From an optimization exercise on the open Yosys and OpenROAD flow, aimed at small area; shortcuts taken in it are not production practice.
Only simulation tests tie the RTL to the original design; equivalence was not proved.
The clock input has no modelled driver; a real chip could not lean on it and would need a root buffer or a full tree.
Power figures rest on the tool's default switching activity, not on a simulated workload.

== lane 1 ==
==> flow/design.v (excerpt) <==
module  fifo16x8(
    output reg full,
    output reg empty,
    output reg [7:0] data,
    input [7:0] wr_data,
    input we,re,
    input reset,
    input clock
);
Size in the first run: about 140 flip-flops, roughly 22 I/O pins, ~5500 um2 of cells after synthesis.
==> flow/config.mk <==
export PLATFORM = sky130hd
export DESIGN_NAME = fifo16x8
export DESIGN_NICKNAME = fifo16x8
export VERILOG_FILES = /design/flow/design.v
export SDC_FILE = /design/flow/constraint.sdc
export NUM_CORES = 4
export LEC_CHECK = 0
export CAP_MARGIN = 20
export CORE_MARGIN = 2
export CORE_UTILIZATION = 40
export SLEW_MARGIN = 20
==> flow/constraint.sdc <==
create_clock -name core_clock -period 5.0 [get_ports {clock}]
set_input_delay 1.0000 -clock core_clock [delete_from_list [all_inputs] [get_ports {clock}]]
set_output_delay 1.0000 -clock core_clock [all_outputs]
set_load 0.01 [all_outputs]
standard.sh (not shown) runs the stock make flow with config.mk's settings and CLKGATE_MAP_FILE= SYNTH_SCRIPT=/design/flow/synth_recipe.tcl, a recipe that flattens the netlist after the stock synthesis.
==> flow/flow/run.sh <==
#!/bin/bash
# Standard ORFS layout with two changes: clock tree synthesis inserts no dummy
# loads and uses small clock buffers, and port buffers use the smallest buffer.
set -euo pipefail
export CTS_ARGS="-sink_clustering_enable -repair_clock_nets -dont_use_dummy_load -buf_list sky130_fd_sc_hd__clkbuf_8"
export BUFFER_PORTS_ARGS="-buffer_cell sky130_fd_sc_hd__buf_1"
bash standard.sh > standard.log 2>&1
Lane 1 completed every stage of the flow, and the final layout passed the timing, design-rule and antenna checks.
Changes in lane 2 relative to lane 1:
==> flow/run.sh (new file) <==
#!/bin/bash
# synth_recipe.tcl (not shown) runs the flow's synth.tcl, then flattens the netlist and writes it again
# the make line also repeats each setting of config.mk as NAME=value (left out here)
make -C /OpenROAD-flow-scripts/flow DESIGN_CONFIG=/design/flow/config.mk WORK_HOME=/design/flow/orfs CLKGATE_MAP_FILE= SYNTH_SCRIPT=/design/flow/synth_recipe.tcl finish
removed: flow/flow/run.sh
removed: flow/standard.sh
## What came out
Lane 2 did not stop at any stage, and its layout met the timing, design-rule and antenna checks. Going from lane 1 to lane 2, the total power density per cell area was found to have gone up by 22%. The detailed route wirelength on metal3 number comes out lower for lane 1 vs lane 2. The maximum frequency from static timing analysis in lane 2 sits 1.7% below the value recorded for lane 1. Of lane 2 and lane 1, it is lane 2 that has the higher largest net degree at the start of global routing. Lane 2 — relative area change from synthesis to final layout 10 points higher, lane 1 as reference. Comparing lane 1 and lane 2, the lower buffer and inverter count on the worst path was measured on lane 1. Compared to lane 1, lane 2 has global-route wire length before repair 640 um higher. Reported net switching power on lane 2 is behind lane 1. Lane 2: setup slack of the critical path after layout is 0.045 ns lower than what lane 1 reported. Lane 1 -> lane 2: total detailed-routing wirelength increased slightly.
What lane 3 does differently from lane 2 at the input level:
Settings: an added CTS_CLUSTER_SIZE of 30; an added CTS_CLUSTER_DIAMETER of 100; an added CTS_BUF_LIST of sky130_fd_sc_hd__clkbuf_4.
==> comparison <==
- Compare lane 2 and lane 3 | final design utilization lower: lane 3
- Per the comparison of lane 3 with lane 2, multi-input combinational area share went up by 1.0 points, count of multi-input combinational gates was more or less identical, post-layout worst setup margin went up by 0.13 ns, number of clock buffers in the layout went down by 6, count of mapped cells out of synthesis was more or less identical.
- Lane 3 | status: complete | timing, DRC, antenna: pass
- Lane 3 vs. lane 2: worst hold slack across all endpoints saw an increase, switching part of the total power picked up an extra 1.1 points, maximum frequency now sits higher.
- From lane 2 to lane 3, critical path depth did not move at all.
- Compare lane 2 and lane 3 | share of total power in the clock network higher: lane 2
## Diff of input files: lane 4 against lane 3
Settings: CTS_BUF_LIST now sky130_fd_sc_hd__clkbuf_8, was sky130_fd_sc_hd__clkbuf_4; CTS_CLUSTER_SIZE now 50, was 30; CTS_CLUSTER_DIAMETER now 200, was 100.
Results
When lane 4 is measured against lane 3, its final design instance area without fill turns out about 2% higher. Lane 4 vs. lane 3: part of the power in the clock network higher; clock period minus final worst setup slack picked up an extra 0.085 ns; number of vias in the routed layout was more or less identical.

* * *

fifo16x8, a different RTL version from the one above (not shown whole).
Size in the first run: ~22 I/O pins, roughly 0.0050 mm2 of cells after synthesis.
==> flow/config.mk <==
export PLATFORM = sky130hd
export DESIGN_NAME = fifo16x8
export DESIGN_NICKNAME = fifo16x8
export VERILOG_FILES = /design/flow/design.v
export SDC_FILE = /design/flow/constraint.sdc
export NUM_CORES = 4
export LEC_CHECK = 0
export CAP_MARGIN = 20
export CORE_MARGIN = 2
export CORE_UTILIZATION = 40
export SLEW_MARGIN = 20
export SYNTH_HIERARCHICAL = 1
export SYNTH_MINIMUM_KEEP_SIZE = 0
==> flow/constraint.sdc <==
create_clock -name core_clock -period 5.0 [get_ports {clock}]
set_input_delay 1.0000 -clock core_clock [delete_from_list [all_inputs] [get_ports {clock}]]
set_output_delay 1.0000 -clock core_clock [all_outputs]
set_load 0.01 [all_outputs]
==> flow/flow/run.sh <==
#!/bin/bash
# Standard ORFS layout with two changes: clock tree synthesis inserts no dummy
# loads and uses small clock buffers, and port buffers use the smallest buffer.
set -euo pipefail
export CTS_ARGS="-sink_clustering_enable -repair_clock_nets -dont_use_dummy_load -buf_list sky130_fd_sc_hd__clkbuf_8"
export BUFFER_PORTS_ARGS="-buffer_cell sky130_fd_sc_hd__buf_1"
bash standard.sh > standard.log 2>&1
Edit:
CORE_UTILIZATION = 70   (was 40)
The new run finished with timing, DRC and antenna clean; clock power is lower by about 2%; register-to-register slack stays flat; worst hold slack degrades by 0.0088 ns; setup slack improves by 0.0081 ns.

* * *

Another version of the RTL of fifo16x8 (not shown whole).
Size: about 270 cells after synthesis, about 140 flip-flops, roughly 22 I/O pins, about 0.0050 mm² of cells after synthesis.
Settings: LEC_CHECK=0, CAP_MARGIN=0, CORE_MARGIN=2, CORE_UTILIZATION=40, SLEW_MARGIN=0, SYNTH_HIERARCHICAL=1, SYNTH_MINIMUM_KEEP_SIZE=0; clock period 5.0 ns.
==> flow/flow/run.sh <==
#!/bin/bash
# Standard ORFS layout with three changes:
#  - port buffers use the smallest buffer (buf_1);
#  - before global placement every combinational cell is set to its smallest
#    drive strength (downsize.tcl); the resizer sizes up what needs it;
#  - the clock tree is built by manual_cts.tcl: the clock port drives
#    MCTS_N (4) buffers, each driving an equal share of the registers
#    grouped by position (every register is one buffer from the port).
set -euo pipefail
here=$(pwd)
export BUFFER_PORTS_ARGS="-buffer_cell sky130_fd_sc_hd__buf_1"
export PRE_GLOBAL_PLACE_TCL=$here/flow/downsize.tcl
export PRE_CTS_TCL=$here/flow/manual_cts.tcl
export MCTS_N=4 MCTS_CELL=sky130_fd_sc_hd__clkbuf_16 MCTS_ROOT=none
bash standard.sh > standard.log 2>&1
Other scripts of this flow, unchanged in this note and not shown: flow/flow/downsize.tcl, flow/flow/manual_cts.tcl
The baseline produced a clean layout.
Rerun with:
--- a/flow/config.mk
+++ b/flow/config.mk
@@ -8 +8 @@
-export CAP_MARGIN = 0
+export CAP_MARGIN = 20
@@ -10,2 +10,2 @@
-export CORE_UTILIZATION = 40
-export SLEW_MARGIN = 0
+export CORE_UTILIZATION = 70
+export SLEW_MARGIN = 20
The changed run went through all stages and came out clean.
Final area fell slightly.
Sequential share of layout area rose by 1.1 points.
Maximum frequency rose slightly.
Clock power fell by a few percent.
Register-to-register slack improved by 20 ps.
First-iteration DRC count rose by roughly a tenth.
Synthesized cell count does not change.
Global-route usage rose by 11 points.
Wire length fell by a few percent.
Setup slack improved by 21 ps.
Rerun with:
--- a/flow/config.mk
+++ b/flow/config.mk
@@ -10 +10 @@
-export CORE_UTILIZATION = 70
+export CORE_UTILIZATION = 40
Sequential cell count does not change; worst setup slack gains 100 ps; design area climbs slightly.
No run of this note takes its clock network from TritonCTS; it comes from the design's own scripts or RTL.

-- static timing again, ports no longer ideal --
How much do the figures lean on ideal ports? The routed layouts below were timed once more, with nothing changed but the port constraints.
Step 1 assumes that a clkbuf_16 drives the clock port and a buf_2 every other input.
Step 2, shift: input delay + t, output delay - t, t = (earliest + latest rising clock arrival at the registers) / 2. This alone moves slack from input paths to output paths.
Three values: no drivers, after step 1, after step 2; two values: the first two.
run | shift t [ns] | setup slack, ns | hold WS [ns] | latest minus earliest clock arrival (ns) | worst data-port slew with drivers (ns)
lane 1 | 0.453 | 2.380 / 2.380 / 2.261 | 0.459 / 0.459 / 0.459 | 0.033 / 0.034 | 0.03
lane 2 | 0.453 | 2.335 / 2.351 / 1.898 | 0.459 / 0.459 / 0.459 | 0.013 / 0.013 | 0.04
lane 3 | 0.562 | 2.460 / 2.468 / 1.906 | 0.466 / 0.466 / 0.466 | 0.017 / 0.017 | 0.04
lane 4 | 0.480 | 2.375 / 2.384 / 1.903 | 0.461 / 0.461 / 0.461 | 0.011 / 0.011 | 0.04
the first run of note 2 | 0.449 | 1.845 / 1.845 / 1.719 | 0.541 / 0.541 / 0.541 | 0.027 / 0.027 | 0.03
the second run of note 2 | 0.446 | 1.853 / 1.853 / 1.737 | 0.532 / 0.532 / 0.532 | 0.026 / 0.026 | 0.03
the first run of note 3 | 0.258 | 1.754 / 1.754 / 1.649 | 0.575 / 0.575 / 0.575 | 0.012 / 0.011 | 0.03
the second run of note 3 | 0.250 | 1.775 / 1.775 / 1.703 | 0.582 / 0.582 / 0.582 | 0.012 / 0.012 | 0.03
the third run of note 3 | 0.257 | 1.880 / 1.940 / 1.686 | 0.578 / 0.578 / 0.578 | 0.012 / 0.012 | 0.03
After both steps every run listed still meets setup and hold. The setup slack of lane 3, which loses most, moves by +0.008 ns with the drivers and by -0.554 ns with both steps.
